This design comes from an exercise in tuning for small area, a short achievable clock period and few clock cycles per item on the open sky130 flow, not from production work.
In this exercise RTL edits were held to simulation tests only and were not proved equivalent to the original.

==> inputs of v30 <==
## SCPU
module SCPU(
    clk,
    rst_n,
    in_valid,
    instruction,
    MEM_out,
    busy,
    out_valid,
    out0,
    out1,
    out2,
    out3,
    out4,
    out5,
    out6,
    out7,
    out8,
    out9,
    out10,
    out11,
    out12,
    out13,
    out14,
    out15,
    WEN,
    ADDR,
    MEM_in
);
export LEC_CHECK = 0
export CAP_MARGIN = 40
export CORE_MARGIN = 2
export CORE_UTILIZATION = 55
export CTS_CLUSTER_DIAMETER = 80
export CTS_CLUSTER_SIZE = 24
export SETUP_SLACK_MARGIN = 4.45
export SLEW_MARGIN = 40
create_clock -name core_clock -period 7.5 [get_ports {clk}]
standard.sh (not shown) runs the stock make flow with config.mk's settings and CLKGATE_MAP_FILE= SYNTH_SCRIPT=/design/flow/synth_recipe.tcl, a recipe that flattens the netlist after the stock synthesis.
==> flow/flow/run.sh <==
#!/bin/bash
# Standard ORFS layout (the standard.sh), with the port buffers taken from
# the plain buffer family (buf_1) so that the resizer may size them freely.
set -euo pipefail
bash standard.sh "BUFFER_PORTS_ARGS=-buffer_cell sky130_fd_sc_hd__buf_1" finish > orfs_make.log 2>&1
==> v38 (differences from v30) <==
--- a/flow/design.v
+++ b/flow/design.v
@@ -138,48 +138,50 @@
 wire        ex_c;
 wire [15:0] ex_vd = {15'd0, ex_c};
 wire [31:0] prod = ks_add(wb_s, wb_c, 1'b0);
 wire [15:0] wb_ld = wb_load ? MEM_out : wb_res;       
 wire [15:0] wb_vl = wb_mult ? prod[15:0] : wb_ld;
 wire [15:0] wb_vd = wb_mult ? prod[31:16] : {15'd0, ~wb_res[0]};
 wire s_exl_rs = h_rs[3];
-wire s_exd_rs = h_rs[2];
-wire s_wbl_rs = h_rs[1];
-wire s_wbd_rs = h_rs[0];
+wire s_exd_rs = !h_rs[3] && h_rs[2];
+wire s_wbl_rs = !h_rs[3] && !h_rs[2] && h_rs[1];
+wire s_wbd_rs = !h_rs[3] && !h_rs[2] && !h_rs[1] && h_rs[0];
+wire s_rf_rs  = !(|h_rs);
 wire s_exl_rt = h_rt[3];
-wire s_exd_rt = h_rt[2];
-wire s_wbl_rt = h_rt[1];
-wire s_wbd_rt = h_rt[0];
+wire s_exd_rt = !h_rt[3] && h_rt[2];
+wire s_wbl_rt = !h_rt[3] && !h_rt[2] && h_rt[1];
+wire s_wbd_rt = !h_rt[3] && !h_rt[2] && !h_rt[1] && h_rt[0];
+wire s_rf_rt  = !(|h_rt);
 function [15:0] rf_rd;
     input [255:0] rf;
     input [15:0] oh;
     integer k;
     begin
         rf_rd = 16'd0;
         for (k = 0; k < 16; k = k + 1)
             rf_rd = rf_rd | (rf[k*16 +: 16] & {16{oh[k]}});
     end
 endfunction
 wire [15:0] rf_rs = rf_rd(RF, rs_oh);
 wire [15:0] rf_rt = rf_rd(RF, rt_oh);
-wire [15:0] slow_rs = rf_rs |
+wire [15:0] slow_rs = ({16{s_rf_rs}}  & rf_rs) |
                       ({16{s_wbl_rs & !wb_mult}} & wb_ld) |
                       {15'd0, s_wbd_rs & !wb_mult & ~wb_res[0]};
-wire [15:0] slow_rt = rf_rt |
+wire [15:0] slow_rt = ({16{s_rf_rt}}  & rf_rt) |
                       ({16{s_wbl_rt & !wb_mult}} & wb_ld) |
                       {15'd0, s_wbd_rt & !wb_mult & ~wb_res[0]};
 wire [15:0] val_rs = slow_rs |
                      ({16{s_exl_rs}} & ex_vl) | ({16{s_exd_rs}} & ex_vd) |
                      ({16{s_wbl_rs & wb_mult}} & prod[15:0]) |
                      ({16{s_wbd_rs & wb_mult}} & prod[31:16]);
 wire [15:0] val_rt = slow_rt |
                      ({16{s_exl_rt}} & ex_vl) | ({16{s_exd_rt}} & ex_vd) |
                      ({16{s_wbl_rt & wb_mult}} & prod[15:0]) |
                      ({16{s_wbd_rt & wb_mult}} & prod[31:16]);
-wire [15:0] adr_rs = rf_rs |
+wire [15:0] adr_rs = ({16{s_rf_rs}}  & rf_rs) |
                      ({16{s_wbl_rs}} & wb_res) |
                      {15'd0, s_wbd_rs & ~wb_res[0]};
 wire [31:0] adr_sum = ks_add({19'd0, adr_rs[12:0]}, {24'd0, ir_imm}, 1'b0);
 wire go = ir_v && !stall;
 wire [2:0] in_op = instruction[18:16];
 wire [3:0] in_rs = instruction[15:12];
 wire [3:0] in_rt = instruction[11:8];
@@ -193,20 +195,14 @@
 wire haz_new = ((|hn_rs[3:2]) && (ir_slow || is_mem(in_op))) ||
                ((|hn_rt[3:2]) && ((ir_slow && uses_rt(in_op)) || is_mult(in_op))) ||
                ((|hn_rs[1:0]) && (ex_mult || ex_load) && is_mem(in_op)) ||
                ((|hn_rt[1:0]) && ex_mult && is_mult(in_op));
 wire haz_hold = ((|h_rs[3:2]) && (ex_mult || ex_load) && is_mem(ir_op)) ||
                 ((|h_rt[3:2]) && ex_mult && is_mult(ir_op));
 wire stall_next = stall ? haz_hold : (accept && haz_new);
-function [3:0] first_hit;
-    input [3:0] h;
-    first_hit = h[3] ? 4'b1000 : h[2] ? 4'b0100 : h[1] ? 4'b0010 : {3'b000, h[0]};
-endfunction
-wire [3:0] h_rs_n = stall ? hh_rs : first_hit(hn_rs);
-wire [3:0] h_rt_n = stall ? hh_rt : first_hit(hn_rt);
 wire [15:0] Bx  = B ^ {16{ex_sub}};
 wire [31:0] sum32 = ks_add({16'd0, A}, {16'd0, Bx}, ex_sub);
 wire [15:0] sum = sum32[15:0];
 wire        eq  = (A == B);
 wire        lt  = (A[15] ^ B[15]) ? A[15] : sum[15];
 assign      ex_c = ex_slt ? lt : eq;
 assign ex_vl = ({16{ex_and}}   & (A & B)) |
@@ -497,19 +493,25 @@
         wb_wl     <= ex_wl;
         wb_wd     <= ex_wd;
         out_valid <= wb_v;
         WEN       <= !(go && ir_op == OP_SW);
     end
 end
 always @(posedge clk) begin
-    if (!stall) ir <= instruction;
-    rs_oh <= onehot(stall ? ir_rs : in_rs) & {16{~|h_rs_n}};
-    rt_oh <= onehot(stall ? ir_rt : in_rt) & {16{~|h_rt_n}};
-    h_rs  <= h_rs_n;
-    h_rt  <= h_rt_n;
+    if (!stall) begin
+        ir    <= instruction;
+        rs_oh <= onehot(in_rs);
+        rt_oh <= onehot(in_rt);
+        h_rs  <= hn_rs;
+        h_rt  <= hn_rt;
+    end
+    else begin
+        h_rs  <= hh_rs;
+        h_rt  <= hh_rt;
+    end
     ex_dl    <= ir_dl;
     ex_dd    <= ir_dd;
     ex_mult  <= ir_op == OP_MULT;
     ex_load  <= ir_op == OP_LW;
     ex_sub   <= ir_op == OP_SUBI || ir_op == OP_BEQ || ir_op == OP_SLT ||
                 (ir_op == OP_R && ir_func == 4'd4);
     ex_and   <= ir_op == OP_R && ir_func == 4'd0;
CTS_CLUSTER_DIAMETER = not set   (was 80)
CTS_CLUSTER_SIZE = not set   (was 24)
SETUP_SLACK_MARGIN = 4.3   (was 4.45)
==> v33 (differences from v30) <==
CORE_UTILIZATION = 62   (was 55)
SETUP_SLACK_MARGIN = 4.3   (was 4.45)
==> summary.txt <==
|  | v33 | v38 | v30 |
|---|---|---|---|
| Status | complete, no violations | complete, no violations | complete, no violations |
| Top achievable clock speed | 0.3044 GHz | 0.2971 GHz | 0.3063 GHz |
| Floorplan core area | 49860 sq um | 57370 sq um | 56170 sq um |
| Maximum number of pins on one net before global-route repair | 127 | 76 | 156 |
| X dimension of the die | 227.9 um | 244.3 um | 241.7 um |
| Leading cell type in the layout, fill and taps excluded | sky130_fd_sc_hd__a22oi_1 | sky130_fd_sc_hd__nor2_1 | sky130_fd_sc_hd__a22oi_1 |
| M1 WL | 48440 um | 57880 um | 53320 um |
| Setup repair bufs after CTS | 35 | 39 | 109 |
| Per-instance average area after synthesis | 9.023 sq um | 8.985 sq um | 9.023 sq um |
| Global Route met2 Usage | 0.7720 | 0.7514 | 0.7389 |
| Total placed instance area | 33010 sq um | 33770 sq um | 33080 sq um |
| GR Util met1 | 0.6723 | 0.6584 | 0.6279 |
| Number of distinct library cells after synthesis | 90 | 89 | 90 |
| Flip-flop and latch count | 498 | 494 | 498 |
| Critical-path top delay cell | sky130_fd_sc_hd__nor2_4 | sky130_fd_sc_hd__a221oi_2 | sky130_fd_sc_hd__a221o_1 |
| DR iter-0 viols | 6557 | 5907 | 5164 |
| Worst-path fanout max | 16 | 5 | 5 |
| Setup slack on the worst flop-to-flop path | 4220 ps | 4130 ps | 4240 ps |
| Global-route wire length before repair | 207600 um | 230200 um | 214700 um |
| Clock buffer count from CTS | 29 | 55 | 31 |
| Worst path depth | 15 | 12 | 13 |
Testbench counts of v30, summed over its fixed seeds: cycles 17,116, instructions 16,000.
Testbench counts of v38, summed over its fixed seeds: cycles 17,116, instructions 16,000.
Testbench counts of v33, summed over its fixed seeds: cycles 17,116, instructions 16,000.

port drivers added, routing unchanged:
No port has a modelled driver above. Below, the same layouts with a new extraction and two added sets of constraints.
Step 1 (the two cells are an assumption about what drives the block):
set clk [get_ports {clk}]
set_driving_cell -lib_cell sky130_fd_sc_hd__clkbuf_16 $clk
set_driving_cell -lib_cell sky130_fd_sc_hd__buf_2 [delete_from_list [all_inputs] $clk]
Step 2 also shifts input and output timing later by t, the mid clock arrival at the registers, as if the neighbouring blocks saw the same clock.
Slacks: ideal ports / drivers / drivers and shift; pairs: ideal ports / drivers.
| run | t (ns) | setup WS [ns] | worst hold slack (ns) | worst setup path after step 2 |
|---|---|---|---|---|
| v30 | 0.708 | 4.235 / 4.235 / 3.792 | 0.357 / 0.357 / 0.357 | input to register |
| v38 | 0.726 | 4.134 / 4.134 / 4.054 | 0.353 / 0.353 / 0.353 | input to register |
| v33 | 0.699 | 4.215 / 4.215 / 3.975 | 0.371 / 0.371 / 0.371 | input to register |
After both steps setup and hold are still met in every run listed. For v30, which loses most, drivers alone change the setup slack by 0.000 ns; drivers and shift together by -0.443 ns.
